What follows belongs to an exercise in optimizing a design on an open flow for small area and a short achievable clock period; a production flow would make more cautious choices.
Where RTL was checked, it was by simulation tests only, not by an equivalence proof against the original.
The RTL of run 1 was laid out without a check of its function.
Power is estimated from default activity; no workload was simulated.

## flow/design.v (module list and top-level ports; edited modules follow where they fit)
// module fp32_mul: 2002 lines
// module fp32_mul_ones: 82 lines
// module fp32_mul_inc8: 6 lines
// module fp32_mul_and24: 16 lines
// module fp32_mul_and23: 17 lines
// module fp32_mul_nand3: 8 lines
// module fp32_mul_nand4: 9 lines
// module fp32_mul_nor3: 8 lines
// module fp32_mul_fa: 10 lines
// module fp32_mul_bsel: 9 lines
// module fp32_mul_bneg: 7 lines
// module fp32_mul_ha: 9 lines
module fp32_mul(
    input wire clk,
    input wire [31:0] a,         
    input wire [31:0] b,         
    input wire [2:0] rm,         
    output reg [31:0] result,    
    output wire nv,              
    output wire of,              
    output wire uf,              
    output wire nx               
);
  // ...
==> flow/flow/run.sh <==
#!/bin/bash
# The standard layout (synthesis included, unchanged), with the input and
# output port buffers that buffer_ports inserts taken as sky130_fd_sc_hd__buf_2
# instead of the delay-cell buffer it picks on its own.
set -euo pipefail
export BUFFER_PORTS_ARGS="-buffer_cell sky130_fd_sc_hd__buf_2"
bash standard.sh > standard.log 2>&1
==> flow/standard.sh <==
#!/bin/bash
# synth_recipe.tcl (not shown) runs the flow's synth.tcl, then flattens the netlist and writes it again
# the make line also repeats each setting of config.mk as NAME=value (left out here)
make -C /OpenROAD-flow-scripts/flow DESIGN_CONFIG=/design/flow/config.mk WORK_HOME=/design/flow/orfs CLKGATE_MAP_FILE= SYNTH_SCRIPT=/design/flow/synth_recipe.tcl "${@:-finish}"
==> flow/config.mk <==
export PLATFORM = sky130hd
export DESIGN_NAME = fp32_mul
export DESIGN_NICKNAME = fp32_mul
export VERILOG_FILES = /design/flow/design.v
export SDC_FILE = /design/flow/constraint.sdc
export NUM_CORES = 4
export LEC_CHECK = 0
export CAP_MARGIN = 0
export CORE_MARGIN = 2
export CORE_UTILIZATION = 40
export CTS_CLUSTER_DIAMETER = 80
export CTS_CLUSTER_SIZE = 20
export SETUP_SLACK_MARGIN = 3.9
export SLEW_MARGIN = 0
export SYNTH_HIERARCHICAL = 1
==> flow/constraint.sdc <==
create_clock -name core_clock -period 8.2 [get_ports {clk}]
set_input_delay 1.6400 -clock core_clock [delete_from_list [all_inputs] [get_ports {clk}]]
set_output_delay 1.6400 -clock core_clock [all_outputs]
set_load 0.01 [all_outputs]
==> results.yml, run 1 <==
status:
  status: "complete, no violations"
global_route:
  busiest_layer: "met2"
  grt_util_met3_pct: 5.03
  grt_pass1_wl_um: 133000
flow_run:
  cap_violations: 0
final_layout:
  seq_cells: 235
  largest_cell_class: "multi-input combinational cells"
  multi_input_area_share_pct: 70.4
worst_hold_path:
  hold_depth: 0
  holdPathEnd: "s3_m_away$_DFF_P_"
worst_setup_path:
  cp-start-kind: "flip-flop"
  cp_slowest_stage_delay_ns: 0.53
  path_max_fanout: 25
  arrival_ns: 4.66
  cp_num_cells: 9
  r2r_start: "ma[21]$_DFF_P_"
cts:
  cts_sinks: 235
  clkLatencyLatePin_ns: 0.54
  htreeDepth: 1
timing:
  finalCritPeriodShare_pct: 52.1
  drv_slew: 0
  rsz0062_at_grt: "true"
routing:
  vias_per_cell: 6.12
power_and_ir_drop:
  p_int_uw: 6380
  clk-power_uw: 904
  power.density_nw_per_um2: 463
placed_design:
  placed_area_sq_um: 26600
die:
  start_util_pct: 40.4
  die_h_um: 254
==> run 2, diff against run 1 <==
--- a/flow/design.v
+++ b/flow/design.v
@@ -1712,18 +1712,17 @@
         s2_is_zero <= s1_is_zero;
     end
     wire [47-LOW:0] hi_a = ts2;
     wire [47-LOW:0] hi_b = tc2;
     wire hi_ci = clo2;
     wire [48-LOW:0] hi_s;
     wire [31:0] hi_g0 = hi_a & hi_b;
     wire [31:0] hi_p0 = hi_a ^ hi_b;
-    wire hi_gc = hi_g0[0] | (hi_p0[0] & hi_ci);
-    wire hi_G0 = hi_g0[1] | (hi_p0[1] & hi_gc);
+    wire hi_G0 = hi_g0[1] | (hi_p0[1] & hi_g0[0]);
     wire hi_P0 = hi_p0[1] & hi_p0[0];
     wire hi_G1 = hi_g0[3] | (hi_p0[3] & hi_g0[2]);
     wire hi_P1 = hi_p0[3] & hi_p0[2];
     wire hi_G2 = hi_g0[5] | (hi_p0[5] & hi_g0[4]);
     wire hi_P2 = hi_p0[5] & hi_p0[4];
     wire hi_G3 = hi_g0[7] | (hi_p0[7] & hi_g0[6]);
     wire hi_P3 = hi_p0[7] & hi_p0[6];
     wire hi_G4 = hi_g0[9] | (hi_p0[9] & hi_g0[8]);
@@ -1873,49 +1872,81 @@
     wire hi_G76 = hi_G60 | (hi_P60 & hi_G55);
     wire hi_P76 = hi_P60 & hi_P55;
     wire hi_G77 = hi_G61 | (hi_P61 & hi_G55);
     wire hi_P77 = hi_P61 & hi_P55;
     wire hi_G78 = hi_G62 | (hi_P62 & hi_G55);
     wire hi_P78 = hi_P62 & hi_P55;
     wire hi_G79 = hi_G63 | (hi_P63 & hi_G55);
     wire hi_P79 = hi_P63 & hi_P55;
+    wire hi_c1 = hi_g0[0] | (hi_p0[0] & hi_ci);
+    wire hi_c2 = hi_G0 | (hi_P0 & hi_ci);
+    wire hi_c3 = hi_G16 | (hi_P16 & hi_ci);
+    wire hi_c4 = hi_G17 | (hi_P17 & hi_ci);
+    wire hi_c5 = hi_G32 | (hi_P32 & hi_ci);
+    wire hi_c6 = hi_G33 | (hi_P33 & hi_ci);
+    wire hi_c7 = hi_G34 | (hi_P34 & hi_ci);
+    wire hi_c8 = hi_G35 | (hi_P35 & hi_ci);
+    wire hi_c9 = hi_G48 | (hi_P48 & hi_ci);
+    wire hi_c10 = hi_G49 | (hi_P49 & hi_ci);
+    wire hi_c11 = hi_G50 | (hi_P50 & hi_ci);
+    wire hi_c12 = hi_G51 | (hi_P51 & hi_ci);
+    wire hi_c13 = hi_G52 | (hi_P52 & hi_ci);
+    wire hi_c14 = hi_G53 | (hi_P53 & hi_ci);
+    wire hi_c15 = hi_G54 | (hi_P54 & hi_ci);
+    wire hi_c16 = hi_G55 | (hi_P55 & hi_ci);
+    wire hi_c17 = hi_G64 | (hi_P64 & hi_ci);
+    wire hi_c18 = hi_G65 | (hi_P65 & hi_ci);
+    wire hi_c19 = hi_G66 | (hi_P66 & hi_ci);
+    wire hi_c20 = hi_G67 | (hi_P67 & hi_ci);
+    wire hi_c21 = hi_G68 | (hi_P68 & hi_ci);
+    wire hi_c22 = hi_G69 | (hi_P69 & hi_ci);
+    wire hi_c23 = hi_G70 | (hi_P70 & hi_ci);
+    wire hi_c24 = hi_G71 | (hi_P71 & hi_ci);
+    wire hi_c25 = hi_G72 | (hi_P72 & hi_ci);
+    wire hi_c26 = hi_G73 | (hi_P73 & hi_ci);
+    wire hi_c27 = hi_G74 | (hi_P74 & hi_ci);
+    wire hi_c28 = hi_G75 | (hi_P75 & hi_ci);
+    wire hi_c29 = hi_G76 | (hi_P76 & hi_ci);
+    wire hi_c30 = hi_G77 | (hi_P77 & hi_ci);
+    wire hi_c31 = hi_G78 | (hi_P78 & hi_ci);
+    wire hi_c32 = hi_G79 | (hi_P79 & hi_ci);
     assign hi_s[0] = hi_p0[0] ^ hi_ci;
-    assign hi_s[1] = hi_p0[1] ^ hi_gc;
-    assign hi_s[2] = hi_p0[2] ^ hi_G0;
-    assign hi_s[3] = hi_p0[3] ^ hi_G16;
-    assign hi_s[4] = hi_p0[4] ^ hi_G17;
-    assign hi_s[5] = hi_p0[5] ^ hi_G32;
-    assign hi_s[6] = hi_p0[6] ^ hi_G33;
-    assign hi_s[7] = hi_p0[7] ^ hi_G34;
-    assign hi_s[8] = hi_p0[8] ^ hi_G35;
-    assign hi_s[9] = hi_p0[9] ^ hi_G48;
-    assign hi_s[10] = hi_p0[10] ^ hi_G49;
-    assign hi_s[11] = hi_p0[11] ^ hi_G50;
-    assign hi_s[12] = hi_p0[12] ^ hi_G51;
-    assign hi_s[13] = hi_p0[13] ^ hi_G52;
-    assign hi_s[14] = hi_p0[14] ^ hi_G53;
-    assign hi_s[15] = hi_p0[15] ^ hi_G54;
-    assign hi_s[16] = hi_p0[16] ^ hi_G55;
-    assign hi_s[17] = hi_p0[17] ^ hi_G64;
-    assign hi_s[18] = hi_p0[18] ^ hi_G65;
-    assign hi_s[19] = hi_p0[19] ^ hi_G66;
-    assign hi_s[20] = hi_p0[20] ^ hi_G67;
-    assign hi_s[21] = hi_p0[21] ^ hi_G68;
-    assign hi_s[22] = hi_p0[22] ^ hi_G69;
-    assign hi_s[23] = hi_p0[23] ^ hi_G70;
-    assign hi_s[24] = hi_p0[24] ^ hi_G71;
-    assign hi_s[25] = hi_p0[25] ^ hi_G72;
-    assign hi_s[26] = hi_p0[26] ^ hi_G73;
-    assign hi_s[27] = hi_p0[27] ^ hi_G74;
-    assign hi_s[28] = hi_p0[28] ^ hi_G75;
-    assign hi_s[29] = hi_p0[29] ^ hi_G76;
-    assign hi_s[30] = hi_p0[30] ^ hi_G77;
-    assign hi_s[31] = hi_p0[31] ^ hi_G78;
-    assign hi_s[32] = hi_G79;
+    assign hi_s[1] = hi_p0[1] ^ hi_c1;
+    assign hi_s[2] = hi_p0[2] ^ hi_c2;
+    assign hi_s[3] = hi_p0[3] ^ hi_c3;
+    assign hi_s[4] = hi_p0[4] ^ hi_c4;
+    assign hi_s[5] = hi_p0[5] ^ hi_c5;
+    assign hi_s[6] = hi_p0[6] ^ hi_c6;
+    assign hi_s[7] = hi_p0[7] ^ hi_c7;
+    assign hi_s[8] = hi_p0[8] ^ hi_c8;
+    assign hi_s[9] = hi_p0[9] ^ hi_c9;
+    assign hi_s[10] = hi_p0[10] ^ hi_c10;
+    assign hi_s[11] = hi_p0[11] ^ hi_c11;
+    assign hi_s[12] = hi_p0[12] ^ hi_c12;
+    assign hi_s[13] = hi_p0[13] ^ hi_c13;
+    assign hi_s[14] = hi_p0[14] ^ hi_c14;
+    assign hi_s[15] = hi_p0[15] ^ hi_c15;
+    assign hi_s[16] = hi_p0[16] ^ hi_c16;
+    assign hi_s[17] = hi_p0[17] ^ hi_c17;
+    assign hi_s[18] = hi_p0[18] ^ hi_c18;
+    assign hi_s[19] = hi_p0[19] ^ hi_c19;
+    assign hi_s[20] = hi_p0[20] ^ hi_c20;
+    assign hi_s[21] = hi_p0[21] ^ hi_c21;
+    assign hi_s[22] = hi_p0[22] ^ hi_c22;
+    assign hi_s[23] = hi_p0[23] ^ hi_c23;
+    assign hi_s[24] = hi_p0[24] ^ hi_c24;
+    assign hi_s[25] = hi_p0[25] ^ hi_c25;
+    assign hi_s[26] = hi_p0[26] ^ hi_c26;
+    assign hi_s[27] = hi_p0[27] ^ hi_c27;
+    assign hi_s[28] = hi_p0[28] ^ hi_c28;
+    assign hi_s[29] = hi_p0[29] ^ hi_c29;
+    assign hi_s[30] = hi_p0[30] ^ hi_c30;
+    assign hi_s[31] = hi_p0[31] ^ hi_c31;
+    assign hi_s[32] = hi_c32;
     wire [47:LOW] phi = hi_s[47-LOW:0];
     wire [47:0] P = {phi, plo2};
     wire [48:0] sh0 = {P, 1'b0};
     wire [48:0] sh1 = s2_rs[5] ? (sh0 >> 32) : sh0;
     wire st1 = s2_rs[5] & (|sh0[31:0]);
     wire [48:0] sh2t = sh1 >> 16;
     wire [40:0] sh2 = s2_rs[4] ? sh2t[40:0] : sh1[40:0];
     wire st2 = s2_rs[4] & (|sh1[15:0]);
==> flow/config.mk (replaced) <==
export PLATFORM = sky130hd
export DESIGN_NAME = fp32_mul
export DESIGN_NICKNAME = fp32_mul
export VERILOG_FILES = /design/flow/design.v
export SDC_FILE = /design/flow/constraint.sdc
export NUM_CORES = 4
export LEC_CHECK = 0
export CAP_MARGIN = 20
export CORE_MARGIN = 2
export CORE_UTILIZATION = 40
export CTS_CLUSTER_DIAMETER = 80
export CTS_CLUSTER_SIZE = 20
export PLACE_DENSITY = 0.7
export SETUP_SLACK_MARGIN = 3.9
export SLEW_MARGIN = 20
export SYNTH_HIERARCHICAL = 1
==> run 2 against run 1 <==
- register-to-register slack is essentially flat
- first-iteration DRC count grew 8.7%
- die area grew 1.3%
- total power fell by 0.40%
- synthesized cell count increased by 2.3%
- clock power fell by 1%
- design area shrank 0.65%
- non-clock buffer count shrank 12
- sequential cell count is the same
- via count up 1.2%
- worst hold slack worse by 0.0013 ns
- clock-buffer cell count unchanged
- critical endpoint unchanged
- largest cell class unchanged
- highest routed layer is now met5
==> results.yml, run 2 <==
status:
  status: "complete, no violations"
timing:
  drv_slew: 0
  whs_ns: 0.323
  slew_headroom_pct: 34.9
  rsz0062_at_grt: "true"
  fmax_mhz: 234
  fin_crit_ns: 4.28
  hold_viol_final: 0
  finalCritPeriodShare_pct: 52.2
  fin_setup_tns_ns: 0
  finClkSkew_ns: 0.0252
  worst_slew_pin_slew_ns: 0.971
  setup_viol: 0
die:
  start_util_pct: 40.2
  num_rows: 92
  die_h_um: 255
  die_x_um: 255
  core_region_area_sq_um: 62700
  dieArea_sq_um: 65100
  num_io_pins: 104
global_route:
  grt.total_usage_pct: 24.3
  grt_overflow: 0
  antenna_found_initial: 1
  grt_pass1_vias: 21200
  grt_max_degree: 52
  grt_pass1_wl_um: 124000
placed_design:
  dp_hpwl_um: 56100
  portBuffers: 103
  place.gp.congestion: 1.03
worst_setup_path:
  cp-end-kind: "flip-flop"
  reg2regPathDepth: 9
  r2r_start: "ma[18]$_DFF_P_"
  critical_path_class: "reg2reg"
  cp.required_ns: 8.58
  path_max_fanout: 25
  arrival_ns: 4.67
  r2r_setup_slack_ns: 3.92
  r2r_end: "tc2[24]$_DFF_P_"
  cp-start-kind: "flip-flop"
routing:
  drt_wl_total_um: 83000
  vias_per_cell: 6.12
  drcViolationCount: 0
  initialDrtViolationCount: 2350
  drt-wirelength-per-cell_um: 23.2
  route.vias.total: 21900
  antenna_left: 0
  first_pass_iters: 6
final_layout:
  reg_top3: "tc2: 32 flops, ts2: 32 flops"
  drive_above_1_share_pct: 13.7
  syn2layout_area_growth_pct: 12.0
  diodes: 0
  nets: 3160
  layout_common_cells: "358 x xor2_1, 301 x a22o_1, 274 x fa_1"
  layout_commonest_cell: "xor2_1"
worst_hold_path:
  hold_depth: 0
  hold_start: "s2_m_rne$_DFF_P_"
  hp-class: "reg2reg"
  holdPathEnd: "s3_m_rne$_DFF_P_"
power_and_ir_drop:
  power.density_nw_per_um2: 464
  irDropWorstVdd_mv: 0.296
  cellLeakagePower_uw: 0.0116
cts:
  cts_tree: "yes"
  cts_hold_buf: 0
  cts_sinks: 235
  root_buffer: "clkbuf_16"
  clk_path_buf_depth: 3
  clkLatencyLatePin_ns: 0.53
  path_clk_slew_ns: 0.08
  htreeDepth: 1
  cts_buffers: 19
synth:
  syn_inst: 2585
  syn_area_sq_um: 25200
  ys_warn_count: 10
  syn_area_per_cell_sq_um: 9.76
flow_run:
  cap_violations: 0
[run 2: cell types whose count changed in the layout (fill, tap and decap cells not counted), moves of 9 or more]
cell,delta
xor2_1,+9
dfxtp_1,+19
buf_12,-15
mux2i_1,-15
dfxtp_2,-20
o21ai_0,+9
[run 2: worst max path at each step]
| stage | startpoint | to | slack [ns] | cells after the start |
|---|---|---|---|---|
| after floorplan | ma[12]$_DFF_P_ | plo2[14]$_DFF_P_ | 3.90 | 11 |
| after global placement | a[28] | s1_p[0]$_DFF_P_ | 2.84 | 12 |
| after detailed placement | a[28] | s1_p[0]$_DFF_P_ | 2.81 | 12 |
| after CTS | ts2[33]$_DFF_P_ | s3_mant[3]$_DFF_P_ | 3.90 | 13 |
| after global routing | ma[7]$_DFF_P_ | plo2[13]$_DFF_P_ | 3.87 | 12 |
| final | ma[18]$_DFF_P_ | tc2[24]$_DFF_P_ | 3.92 | 9 |
[run 2: metal layers]
| metal | routed length (um) | part of all wire [%] | global-route usage, % |
|---|---|---|---|
| met4 | 4020 | 4.8 | 11.3 |
| met2 | 37000 | 45 | 38.1 |
| met3 | 8410 | 10 | 4.41 |
| met1 | 33400 | 40 | 32.6 |
| met5 | 68 | 0.082 | 0 |
[run 2: worst max-delay path: stages (launching register included)]
cell and delay, ns:
dfxtp_1 0.31, buf_4 0.39, a22o_1 0.23, xor2_1 0.23, fa_1 0.49, fa_1 0.43, fa_1 0.52, fa_1 0.54
fa_1 0.43, fa_1 0.54
[run 2: stage by stage]
step / total power [uW] / cell area [sq um] / setup WS, ns / std cells / utilization, %
2_1_floorplan: 8450 / 25300 / 3.90 / 2608 / -
4_1_cts: 12500 / 27600 / 3.90 / 3542 / 43.9
3_5_place_dp: 11400 / 26800 / 2.81 / 3511 / 42.8
5_1_grt: 14200 / 28300 / 3.87 / 3578 / 45.1
3_3_place_gp: 11300 / 26800 / 2.84 / 3511 / 42.8
6_report: 13100 / 28300 / 3.92 / 3578 / 45.1
[run 2: cell type report]
cell class,count,area [sq um]
Fill cell,5985,34500
Multi-Input combinational cell,2194,20100
Sequential cell,235,4780
Timing Repair Buffer,195,1410
Tap cell,846,1060
Clock buffer,20,479
Inverter,79,304
Clock inverter,9,109
[run 2: timing repair]
item                                   CTS  global route
cloned                                   1             3
gates resized for setup                 32            74
endpoints found under the hold margin    0             0
setup endpoints to repair               32            51
pin swaps                                2            12
buffers inserted                         1            33
[run 2: power by group]
group | leakage [uW] | internal [uW] | switching [uW]
clock | 0.000287 | 442 | 451
sequential | 0.00198 | 1630 | 301
combinational | 0.00935 | 4210 | 6090
==> run 3, diff against run 2 <==
--- a/flow/config.mk
+++ b/flow/config.mk
@@ -10,7 +10,6 @@
 export CORE_UTILIZATION = 40
 export CTS_CLUSTER_DIAMETER = 80
 export CTS_CLUSTER_SIZE = 20
-export PLACE_DENSITY = 0.7
-export SETUP_SLACK_MARGIN = 3.9
+export SETUP_SLACK_MARGIN = 4.0
 export SLEW_MARGIN = 20
 export SYNTH_HIERARCHICAL = 1
==> run 3 against run 2 <==
- cell count is 0.92% higher
- maximum frequency is 2.8% higher
- global-route usage is 3.0 points higher
- sequential share of layout area is 0.30 points lower
- synthesized cell count stayed put
- largest power group unchanged
- clock power is 0.4% higher
- worst hold slack worse by 0.0068 ns
- area after synthesis stayed put
- critical endpoint is now plo2[15]$_DFF_P_
==> results.yml, run 3 <==
die:
  die_x_um: 255
  dieArea_sq_um: 65100
  num_rows: 92
  core_region_area_sq_um: 62700
  num_io_pins: 104
  die_h_um: 255
  start_util_pct: 40.2
cts:
  cts_tree: "yes"
  htreeDepth: 1
  path_clk_slew_ns: 0.08
  root_buffer: "clkbuf_16"
  cts_sinks: 235
  clk_path_buf_depth: 3
  cts_hold_buf: 0
  clkLatencyLatePin_ns: 0.52
  cts_buffers: 19
timing:
  fmax_mhz: 240
  fin_setup_tns_ns: 0
  fin_crit_ns: 4.17
  drv_slew: 0
  slew_headroom_pct: 32.8
  finalCritPeriodShare_pct: 50.8
  worst_slew_pin_slew_ns: 1.01
  rsz0062_at_grt: "true"
  setup_viol: 0
  finClkSkew_ns: 0.0202
  hold_viol_final: 0
final_layout:
  layout_commonest_cell: "xor2_1"
  drive_above_1_share_pct: 16.2
  diodes: 0
  finish.utilization_pct: 46.1
  layout_common_cells: "357 x xor2_1, 301 x a22o_1, 269 x fa_1"
  syn2layout_area_growth_pct: 14.7
  nets: 3190
  reg_top3: "tc2: 32 flops, ts2: 32 flops"
worst_setup_path:
  arrival_ns: 4.58
  path_max_fanout: 10
  cp-end-kind: "flip-flop"
  crit_chain: "buf_12 > a22o_1 > xor2_1 > fa_1 > fa_1 > fa_1 > ha_2 > ha_4 > ha_4 > buf_4 > a21oi_4 > o41ai_4 > fa_2 > xor2_1"
  critical_path_class: "reg2reg"
  cp-start-kind: "flip-flop"
  path_common_cell: "fa_1"
  crit_buf_inv: 2
  critical_path.top_delay_family: "adder cells"
  crit_slowest_cell: "fa_1"
  cp.required_ns: 8.61
  cp_slowest_stage_delay_ns: 0.57
global_route:
  grt_pass1_vias: 22300
  grt_max_degree: 52
  antenna_found_initial: 1
  grt.total_usage_pct: 27.4
  grt_overflow: 0
  grt_pass1_wl_um: 136000
routing:
  route.vias.total: 22300
  vias_per_cell: 6.16
  drcViolationCount: 0
  first_pass_iters: 5
  initialDrtViolationCount: 2298
  drt-wirelength-per-cell_um: 25.8
  drt_wl_total_um: 93100
  antenna_left: 0
power_and_ir_drop:
  irDropWorstVdd_mv: 0.322
  power.density_nw_per_um2: 479
  cellLeakagePower_uw: 0.0118
flow_run:
  cap_violations: 0
placed_design:
  place.gp.congestion: 0.982
  portBuffers: 103
  dp_hpwl_um: 62000
synth:
  syn_area_sq_um: 25200
  syn_area_per_cell_sq_um: 9.76
  ys_warn_count: 10
  syn_inst: 2585
status:
  status: "complete, no violations"
worst_hold_path:
  hp-class: "reg2reg"
-- run 3: final timing paths --
| path | startpoint | to | slack [ns] | depth (start not counted) |
|---|---|---|---|---|
| worst max-delay path | bone[5]$_DFF_P_ | plo2[15]$_DFF_P_ | 4.03 | 14 |
| worst min-delay path | s2_is_inf$_DFF_P_ | s3_is_inf$_DFF_P_ | 0.32 | 0 |
| worst max register to register | bone[5]$_DFF_P_ | plo2[15]$_DFF_P_ | 4.03 | 14 |
| worst min register to register | s2_is_inf$_DFF_P_ | s3_is_inf$_DFF_P_ | 0.32 | 0 |
-- run 3: report_power, final --
part	total [uW]	internal, uW	leakage, uW	switching [uW]
Clock	897	445	0.000290	452
Sequential	1940	1630	0.00198	311
Combinational	11000	4530	0.00957	6490
Total	13900	6610	0.0118	7250
-- run 3: routing by layer --
metal | vias to the layer above | wire length (um) | global-route usage (%)
met4 | 0 | 4170 | 11.2
met5 | - | 0 | 0
met2 | 1273 | 42300 | 44.0
li1 | 9747 | - | -
met1 | 10900 | 37700 | 35.9
met3 | 300 | 8990 | 5.61
-- run 3: layout make-up --
type                       instances  area [sq um]
clock inverter                    10           101
tap                              846          1060
sequential                       235          4810
clock buffer                      22           487
multi-input combinational       2192         20300
inverter                          79           305
fill                            5977         33800
timing repair buffer             227          1860
-- run 3: timing repair --
item / in CTS / in global routing
pin swaps: 8 / 29
setup endpoints to repair: 79 / 65
cloned: 1 / 4
resized for setup: 77 / 117
buffers inserted: 21 / 37
-- run 3: per-stage QoR --
stage	std cells	instance area (sq um)	power, uW	hold slack (ns)	worst slack (ns)
2_1_floorplan	2608	25400	8450	0.310	4.00
3_3_place_gp	3516	26900	11700	0.310	2.83
3_5_place_dp	3516	26900	11800	0.312	2.78
4_1_cts	3570	28000	13100	0.314	3.95
5_1_grt	3611	28900	14900	0.315	3.94
6_report	3611	28900	13900	0.316	4.03
-- run 3: worst register-to-register path: cells and delay by family, from the launching register on --
family | cells | cell delay, ns
buffers and inverters | 2 | 0.28
xor gates and xnor gates | 2 | 0.33
DFF | 1 | 0.36
adders and majority gates | 7 | 2.62
AOI/OAI and AO/OA | 3 | 0.48
==> run 4, diff against run 3 <==
--- a/flow/config.mk
+++ b/flow/config.mk
@@ -5,11 +5,12 @@
 export SDC_FILE = /design/flow/constraint.sdc
 export NUM_CORES = 4
 export LEC_CHECK = 0
+export ABC_AREA = 1
 export CAP_MARGIN = 20
 export CORE_MARGIN = 2
 export CORE_UTILIZATION = 40
 export CTS_CLUSTER_DIAMETER = 80
 export CTS_CLUSTER_SIZE = 20
-export SETUP_SLACK_MARGIN = 4.0
+export SETUP_SLACK_MARGIN = 3.9
 export SLEW_MARGIN = 20
 export SYNTH_HIERARCHICAL = 1
==> run 4 against run 3 <==
- via count rose by 26%
- wire length barely moved
- worst hold slack improved by 0.0026 ns
- global-route usage fell by 2.4 points
- cell count rose by 60%
==> results.yml, run 4 <==
status:
  status: "complete, no violations"
synth:
  syn_inst: 4701
  syn_area_sq_um: 28400
  syn_area_per_cell_sq_um: 6.05
  ys_warn_count: 10
die:
  num_io_pins: 104
  die_h_um: 271
  start_util_pct: 40.5
  dieArea_sq_um: 73300
  num_rows: 97
  die_x_um: 271
  core_region_area_sq_um: 70300
final_layout:
  layout.cells.non_filler: 5794
  drive_above_1_share_pct: 6.65
  layout_common_cells: "2,259 x nand2_1, 837 x inv_1, 315 x nand3_1"
  nets: 5279
  reg_top3: "tc2: 32 flops, ts2: 32 flops"
  syn2layout_area_growth_pct: 10.4
  finish.utilization_pct: 44.7
  diodes: 0
  layout_commonest_cell: "nand2_1"
  nFillCells: 7391
worst_setup_path:
  cp.required_ns: 8.62
  cp-end-kind: "flip-flop"
  r2r_end: "plo2[15]$_DFF_P_"
  reg2regPathDepth: 16
  arrival_ns: 4.64
  crit_path_end: "plo2[15]$_DFF_P_"
  r2r_setup_slack_ns: 3.97
  r2r_start: "btwo[2]$_DFF_P_"
  cp-start-kind: "flip-flop"
  path_max_fanout: 18
  critical_path_class: "reg2reg"
  crit_path_start: "btwo[2]$_DFF_P_"
timing:
  rsz0062_at_grt: "true"
  fin_crit_ns: 4.23
  worst_slew_pin_slew_ns: 0.888
  finClkSkew_ns: 0.0399
  finalCritPeriodShare_pct: 51.6
  hold_viol_final: 0
  fin_setup_tns_ns: 0
  fmax_mhz: 237
  drv_slew: 0
  slew_headroom_pct: 40.8
  setup_viol: 0
cts:
  clkLatencyLatePin_ns: 0.56
  cts_tree: "yes"
  cts_buffers: 21
  htreeDepth: 1
  clk_path_buf_depth: 3
  root_buffer: "clkbuf_16"
  cts_sinks: 235
  path_clk_slew_ns: 0.08
  cts_hold_buf: 0
power_and_ir_drop:
  irDropWorstVdd_mv: 0.173
  power.density_nw_per_um2: 339
  cellLeakagePower_uw: 0.0188
routing:
  route.vias.total: 28100
  drt-wirelength-per-cell_um: 16.1
  drcViolationCount: 0
  drt_wl_total_um: 93100
  initialDrtViolationCount: 2438
  vias_per_cell: 4.84
  first_pass_iters: 6
  antenna_left: 0
global_route:
  antenna_found_initial: 2
  grt_pass1_vias: 25900
  grt.total_usage_pct: 24.9
  grt_pass1_wl_um: 144000
  grt_max_degree: 77
  grt_overflow: 0
flow_run:
  cap_violations: 0
placed_design:
  place.gp.congestion: 0.909
  dp_hpwl_um: 66100
  portBuffers: 103
  dpl.cell_count: 5748
worst_hold_path:
  hp-class: "reg2reg"
run 4: routing by layer:
layer | track usage, % | vias up | wire [um]
li1 | - | 14300 | -
met1 | 34.9 | 12700 | 42000
met2 | 40.2 | 900 | 41100
met3 | 3.12 | 155 | 6850
met4 | 7.41 | 0 | 3070
met5 | 0 | - | 0
run 4: how the worst min path moves through the flow:
| stage | start | to | slack (ns) | cells after the start |
|---|---|---|---|---|
| 2_1_floorplan | s1_invalid$_DFF_P_ | s2_invalid$_DFF_P_ | 0.31 | 0 |
| 4_1_cts | s1_is_zero$_DFF_P_ | s2_is_zero$_DFF_P_ | 0.32 | 0 |
| 3_5_place_dp | s2_m_rne$_DFF_P_ | s3_m_rne$_DFF_P_ | 0.31 | 0 |
| 6_report | s1_is_zero$_DFF_P_ | s2_is_zero$_DFF_P_ | 0.32 | 0 |
| 5_1_grt | s1_invalid$_DFF_P_ | s2_invalid$_DFF_P_ | 0.33 | 0 |
| 3_3_place_gp | s2_m_rmm$_DFF_P_ | s3_m_rmm$_DFF_P_ | 0.31 | 0 |
run 4: stage by stage:
stage / cell area, sq um / setup WS, ns / total power, uW / hold WS [ns]
after floorplan: 28500 / 3.87 / 7140 / 0.310
after global placement: 30300 / 3.68 / 9430 / 0.311
after detailed placement: 30300 / 3.60 / 9530 / 0.312
after CTS: 31000 / 3.91 / 10600 / 0.320
after global routing: 31400 / 3.78 / 11800 / 0.331
final: 31400 / 3.97 / 10700 / 0.318
run 4: timing repair:
item                                    in CTS  in global routing
endpoints found under the setup margin      37                 63
cloned                                       0                  3
resized for setup                           26                 70
setup buffers                                0                  9
run 4: layout make-up:
type,count,area (sq um),share of cell area (%)
multi-input combinational,3559,20200,64.3
sequential,235,4770,15.2
inverter,847,3190,10.2
timing repair buffer,179,1370,4.35
tap,940,1180,3.74
clock buffer,22,529,1.68
clock inverter,12,173,0.550
run 4: critical path, cell delays in order (launching register included):
cell and delay (ns):
dfxtp_2 0.43, buf_6 0.29, nand2_1 0.08, nand2_1 0.09, inv_1 0.04, nand2_1 0.05, nand2_1 0.09, fa_1 0.45
fa_1 0.54, fa_1 0.43, ha_1 0.21, ha_1 0.29, ha_1 0.32, a21oi_1 0.14, nand2_1 0.10, fa_1 0.38
xor2_1 0.16
run 4: where the power goes:
group / switching [uW] / total, uW / internal, uW
sequential: 296 / 1880 / 1590
clock: 515 / 1050 / 530
combinational: 4850 / 7730 / 2880
total: 5660 / 10700 / 5000
==> run 5, diff against run 4 <==
--- a/flow/config.mk
+++ b/flow/config.mk
@@ -5,7 +5,6 @@
 export SDC_FILE = /design/flow/constraint.sdc
 export NUM_CORES = 4
 export LEC_CHECK = 0
-export ABC_AREA = 1
 export CAP_MARGIN = 20
 export CORE_MARGIN = 2
 export CORE_UTILIZATION = 40
==> run 5 against run 4 <==
- setup slack improved by 0.022 ns
- still clean on timing, DRC and antenna
- total power increased by 27%
- wire length decreased by 1.3%
- critical endpoint is now tc2[24]$_DFF_P_
- combinational power rose by 38%
- global-route usage grew 2.1 points
- via count fell by 21%
==> results.yml, run 5 <==
status:
  status: "complete, no violations"
power_and_ir_drop:
  power.density_nw_per_um2: 473
  irDropWorstVdd_mv: 0.299
  total_power_uw: 13600
  cellLeakagePower_uw: 0.0118
final_layout:
  reg_top3: "tc2: 32 flops, ts2: 32 flops"
  nets: 3174
  stdcell_area_sq_um: 28700
  layout_commonest_cell: "xor2_1"
  drive_above_1_share_pct: 14.9
  layout_common_cells: "353 x xor2_1, 301 x a22o_1, 272 x fa_1"
  diodes: 0
  syn2layout_area_growth_pct: 13.9
routing:
  vias_per_cell: 6.15
  drcViolationCount: 0
  first_pass_iters: 6
  initialDrtViolationCount: 2149
  route.vias.total: 22100
  drt_wl_total_um: 91900
  antenna_left: 0
  drt-wirelength-per-cell_um: 25.6
worst_setup_path:
  cp-end-kind: "flip-flop"
  r2r_start: "bone[7]$_DFF_P_"
  reg2regPathDepth: 9
  critical_path_class: "reg2reg"
  r2r_setup_slack_ns: 3.99
  crit_buf_inv: 1
  arrival_ns: 4.59
  path_common_cell: "fa_1"
  cp-start-kind: "flip-flop"
  crit_slowest_cell: "fa_1"
  cp.required_ns: 8.58
  crit_chain: "buf_4 > a22o_1 > xor2_1 > fa_1 > fa_1 > fa_1 > fa_1 > fa_1 > fa_1"
  critical_path.top_delay_family: "adder cells"
  r2r_end: "tc2[24]$_DFF_P_"
  cp_slowest_stage_delay_ns: 0.54
  path_max_fanout: 25
global_route:
  grt_max_degree: 52
  grt_pass1_wl_um: 135000
  grt_pass1_vias: 22300
  grt_overflow: 0
  antenna_found_initial: 1
  grt.total_usage_pct: 27.0
die:
  num_io_pins: 104
  die_x_um: 255
  core_region_area_sq_um: 62700
  start_util_pct: 40.2
  num_rows: 92
  die_h_um: 255
  dieArea_sq_um: 65100
cts:
  cts_sinks: 235
  path_clk_slew_ns: 0.08
  cts_tree: "yes"
  root_buffer: "clkbuf_16"
  clk_path_buf_depth: 3
  clkLatencyLatePin_ns: 0.53
  cts_hold_buf: 0
  htreeDepth: 1
  cts_buffers: 19
timing:
  whs_ns: 0.317
  rsz0062_at_grt: "true"
  hold_viol_final: 0
  fmax_mhz: 238
  fin_setup_tns_ns: 0
  slew_headroom_pct: 34.7
  finalCritPeriodShare_pct: 51.3
  finClkSkew_ns: 0.0204
  setup_viol: 0
  worst_slew_pin_slew_ns: 0.973
  drv_slew: 0
  fin_crit_ns: 4.21
synth:
  ys_warn_count: 10
  syn_area_sq_um: 25200
  syn_area_per_cell_sq_um: 9.76
  syn_inst: 2585
placed_design:
  portBuffers: 103
  place.gp.congestion: 0.981
  placed_area_sq_um: 26900
  dp_hpwl_um: 61400
worst_hold_path:
  holdPathEnd: "s3_is_inf$_DFF_P_"
  hold_start: "s2_is_inf$_DFF_P_"
  hp-class: "reg2reg"
  hold_depth: 0
flow_run:
  cap_violations: 0
[run 5: worst max-delay path by stage]
stage | cells past startpoint | slack [ns] | endpoint | start
floorplan | 11 | 3.90 | plo2[14]$_DFF_P_ | ma[12]$_DFF_P_
detailed placement | 12 | 2.76 | s1_p[0]$_DFF_P_ | a[28]
global placement | 12 | 2.87 | s1_p[0]$_DFF_P_ | a[28]
finish | 9 | 3.99 | tc2[24]$_DFF_P_ | bone[7]$_DFF_P_
CTS | 12 | 3.84 | s1_p[0]$_DFF_P_ | a[28]
global route | 13 | 3.82 | s1_p[0]$_DFF_P_ | a[28]
[run 5: cell type report]
type	count	area (sq um)
sequential	235	4800
tap	846	1060
multi-input combinational	2193	20300
clock inverter	9	133
clock buffer	22	497
timing repair buffer	210	1680
fill	5963	34000
inverter	79	304
[run 5: report_power, final]
part	leakage, uW	total (uW)	switching, uW	internal, uW
Sequential	0.00198	1940	313	1630
Clock	0.000308	949	461	489
Combinational	0.00949	10700	6330	4360
[run 5: repair_timing]
item | 4_1_cts | 5_1_grt
buffers inserted | 4 | 37
pin swaps | 2 | 20
cloned | 2 | 5
setup endpoints to repair | 39 | 69
resized for setup | 44 | 115
[run 5: stage by stage]
stage | instances | setup WS (ns) | util (%)
finish | 3594 | 3.99 | 45.8
global route | 3594 | 3.82 | 45.8
CTS | 3552 | 3.84 | 44.2
detailed placement | 3515 | 2.76 | 42.8
global placement | 3515 | 2.87 | 42.8
floorplan | 2608 | 3.90 | -
[run 5: metal layers]
layer  GRT usage (%)  up-vias  wire, um
met5               0        -         0
met2            43.2     1159     41300
li1                -     9723         -
met4            11.1        0      4220
met1            36.2    11000     38300
met3            4.72      278      8130
==> run 6, diff against run 5 <==
==> flow/flow/run.sh (replaced) <==
#!/bin/bash
# The standard layout (synthesis included, unchanged), with the input and
# output port buffers that buffer_ports inserts taken as sky130_fd_sc_hd__buf_2
# instead of the delay-cell buffer it picks on its own, and with ORFS's power
# recovery (downsizing cells off the critical paths) after global routing.
set -euo pipefail
export BUFFER_PORTS_ARGS="-buffer_cell sky130_fd_sc_hd__buf_2"
export RECOVER_POWER=100
bash standard.sh > standard.log 2>&1
==> run 6 against run 5 <==
- now fails the layout checks on capacitance limit, slew limit
- clock power about the same
- critical path depth decreased by 2
- via count increased by 0.36%
- synthesized cell count unchanged
- register-to-register slack got worse by 1.6 ns
==> results.yml, run 6 <==
global_route:
  grt_overflow: 0
  grt_max_degree: 52
  antenna_found_initial: 1
  grt_pass1_wl_um: 135000
  grt.total_usage_pct: 27.0
  grt_pass1_vias: 22300
routing:
  routed.top_layer: "met4"
  drt-wirelength-per-cell_um: 25.6
  initialDrtViolationCount: 2154
  antenna_left: 0
  drt_wl_total_um: 92100
  drcViolationCount: 0
  route.met3.wl_um: 8130
  first_pass_iters: 5
  vias_per_cell: 6.18
  route.vias.total: 22200
  met1_length_um: 38300
  routed-wl-met2_um: 41600
cts:
  cts_buffers: 19
  htreeDepth: 1
  cts_tree: "yes"
  root_buffer: "clkbuf_16"
  path_clk_slew_ns: 0.08
  clkLatencyLatePin_ns: 0.53
  clk_path_buf_depth: 3
  cts_hold_buf: 0
  cts_sinks: 235
worst_hold_path:
  hp-class: "reg2reg"
timing:
  drv_slew: 52
  finalCritPeriodShare_pct: 71.1
  setup_viol: 0
  finClkSkew_ns: 0.0204
  worst_slew_pin_slew_ns: 3.20
  hold_viol_final: 0
  rsz0062_at_grt: "true"
  fin_crit_ns: 5.83
  slew_headroom_pct: -113
  fmax_mhz: 171
  fin_setup_tns_ns: 0
die:
  core_region_area_sq_um: 62700
  num_rows: 92
  num_io_pins: 104
  die_x_um: 255
  die_h_um: 255
  start_util_pct: 40.2
  dieArea_sq_um: 65100
worst_setup_path:
  cp-end-kind: "flip-flop"
  path_max_fanout: 51
  cp.required_ns: 8.65
  critical_path_class: "reg2reg"
  arrival_ns: 6.28
  cp-start-kind: "flip-flop"
final_layout:
  drive_above_1_share_pct: 11.5
  layout_common_cells: "353 x xor2_1, 301 x a22o_1, 272 x fa_1"
  nets: 3174
  reg_top3: "tc2: 32 flops, ts2: 32 flops"
  layout_commonest_cell: "xor2_1"
  finish.utilization_pct: 45.4
  syn2layout_area_growth_pct: 12.8
  diodes: 0
  stdcell_area_sq_um: 28500
synth:
  syn_inst: 2585
  syn_area_sq_um: 25200
  syn_area_per_cell_sq_um: 9.76
  ys_warn_count: 10
flow_run:
  cap_violations: 1
power_and_ir_drop:
  power.density_nw_per_um2: 471
  cellLeakagePower_uw: 0.0115
  irDropWorstVdd_mv: 0.298
  total_power_uw: 13400
placed_design:
  dp_hpwl_um: 61400
  placed_area_sq_um: 26900
  portBuffers: 103
  place.gp.congestion: 0.981
status:
  so_faults: "capacitance limit, slew limit"
  status: "finished with violations"
-- run 6: layout make-up --
class | instances | area, sq um
clock buffer | 22 | 497
inverter | 79 | 304
timing repair buffer | 210 | 1570
tap | 846 | 1060
multi-input combinational | 2193 | 20100
fill | 6027 | 34300
sequential | 235 | 4800
clock inverter | 9 | 133
-- run 6: worst max-delay path, cell delays in order, from the launching register on --
cell and delay [ns]:
dfxtp_1 0.32, clkbuf_1 2.23, xor2_1 0.30, fa_1 0.68
fa_1 0.48, fa_1 0.60, fa_1 0.45, fa_1 0.64
-- run 6: per-layer routing --
metal | vias up | global-route usage, %
li1 | 9722 | -
met1 | 11000 | 36.2
met2 | 1180 | 43.2
met3 | 267 | 4.72
met4 | 0 | 11.1
met5 | - | 0
-- run 6: report_power, final --
group	switching, uW	total [uW]	internal (uW)	leakage, uW
logic	6290	10500	4230	0.00923
clock network	459	948	489	0.000308
registers	314	1940	1630	0.00198
total	7060	13400	6350	0.0115
-- run 6: path summary, 6_finish.rpt --
kind / slack (ns) / endpoint / depth (start not counted) / from
worst max-delay path: 2.37 / tc2[24]$_DFF_P_ / 7 / bneg[11]$_DFF_P_
worst max register to register: 2.37 / tc2[24]$_DFF_P_ / 7 / bneg[11]$_DFF_P_
worst min-delay path: 0.32 / s3_is_inf$_DFF_P_ / 0 / s2_is_inf$_DFF_P_
worst min register to register: 0.32 / s3_is_inf$_DFF_P_ / 0 / s2_is_inf$_DFF_P_
-- run 6: timing repair --
action                                  in CTS  in global routing
resized for setup                           44                115
setup buffers                                4                 37
gates cloned                                 2                  5
pin swaps                                    2                 20
endpoints found under the setup margin      39                 69
-- run 6: per-stage QoR --
step           hold WS [ns]  std cells  worst slack (ns)
2_1_floorplan         0.310       2608              3.90
3_3_place_gp          0.310       3515              2.87
3_5_place_dp          0.315       3515              2.76
4_1_cts               0.311       3552              3.84
5_1_grt               0.341       3594              2.05
6_report              0.317       3594              2.37

port drivers added, routing unchanged:
The results above use ideal ports. As a check the final layouts listed here were re-extracted and re-timed, cells and wires unchanged. Step 1: set_driving_cell puts a clkbuf_16 on clk and a buf_2 on each other input, an assumption about the parent block. Step 2, shift: input delay + t, output delay - t, t = (earliest + latest rising clock arrival at the registers) / 2. This alone moves slack from input paths to output paths. Slacks: ideal / step 1 / step 2; pairs: ideal / step 1.
run	t (ns)	setup slack, ns	worst register clock-pin slew, ns
run 1	0.589	3.925 / 3.925 / 3.670	0.09 / 0.09
run 2	0.585	3.918 / 3.918 / 3.515	0.08 / 0.08
run 3	0.581	4.034 / 4.030 / 3.781	0.08 / 0.08
run 4	0.599	3.972 / 3.972 / 3.710	0.08 / 0.08
run 5	0.585	3.994 / 3.990 / 3.503	0.09 / 0.09
run 6	0.585	2.367 / 2.367 / 2.367	0.08 / 0.08
The setup slack of run 5, which loses most, moves by -0.004 ns with the drivers and by -0.491 ns with both steps.
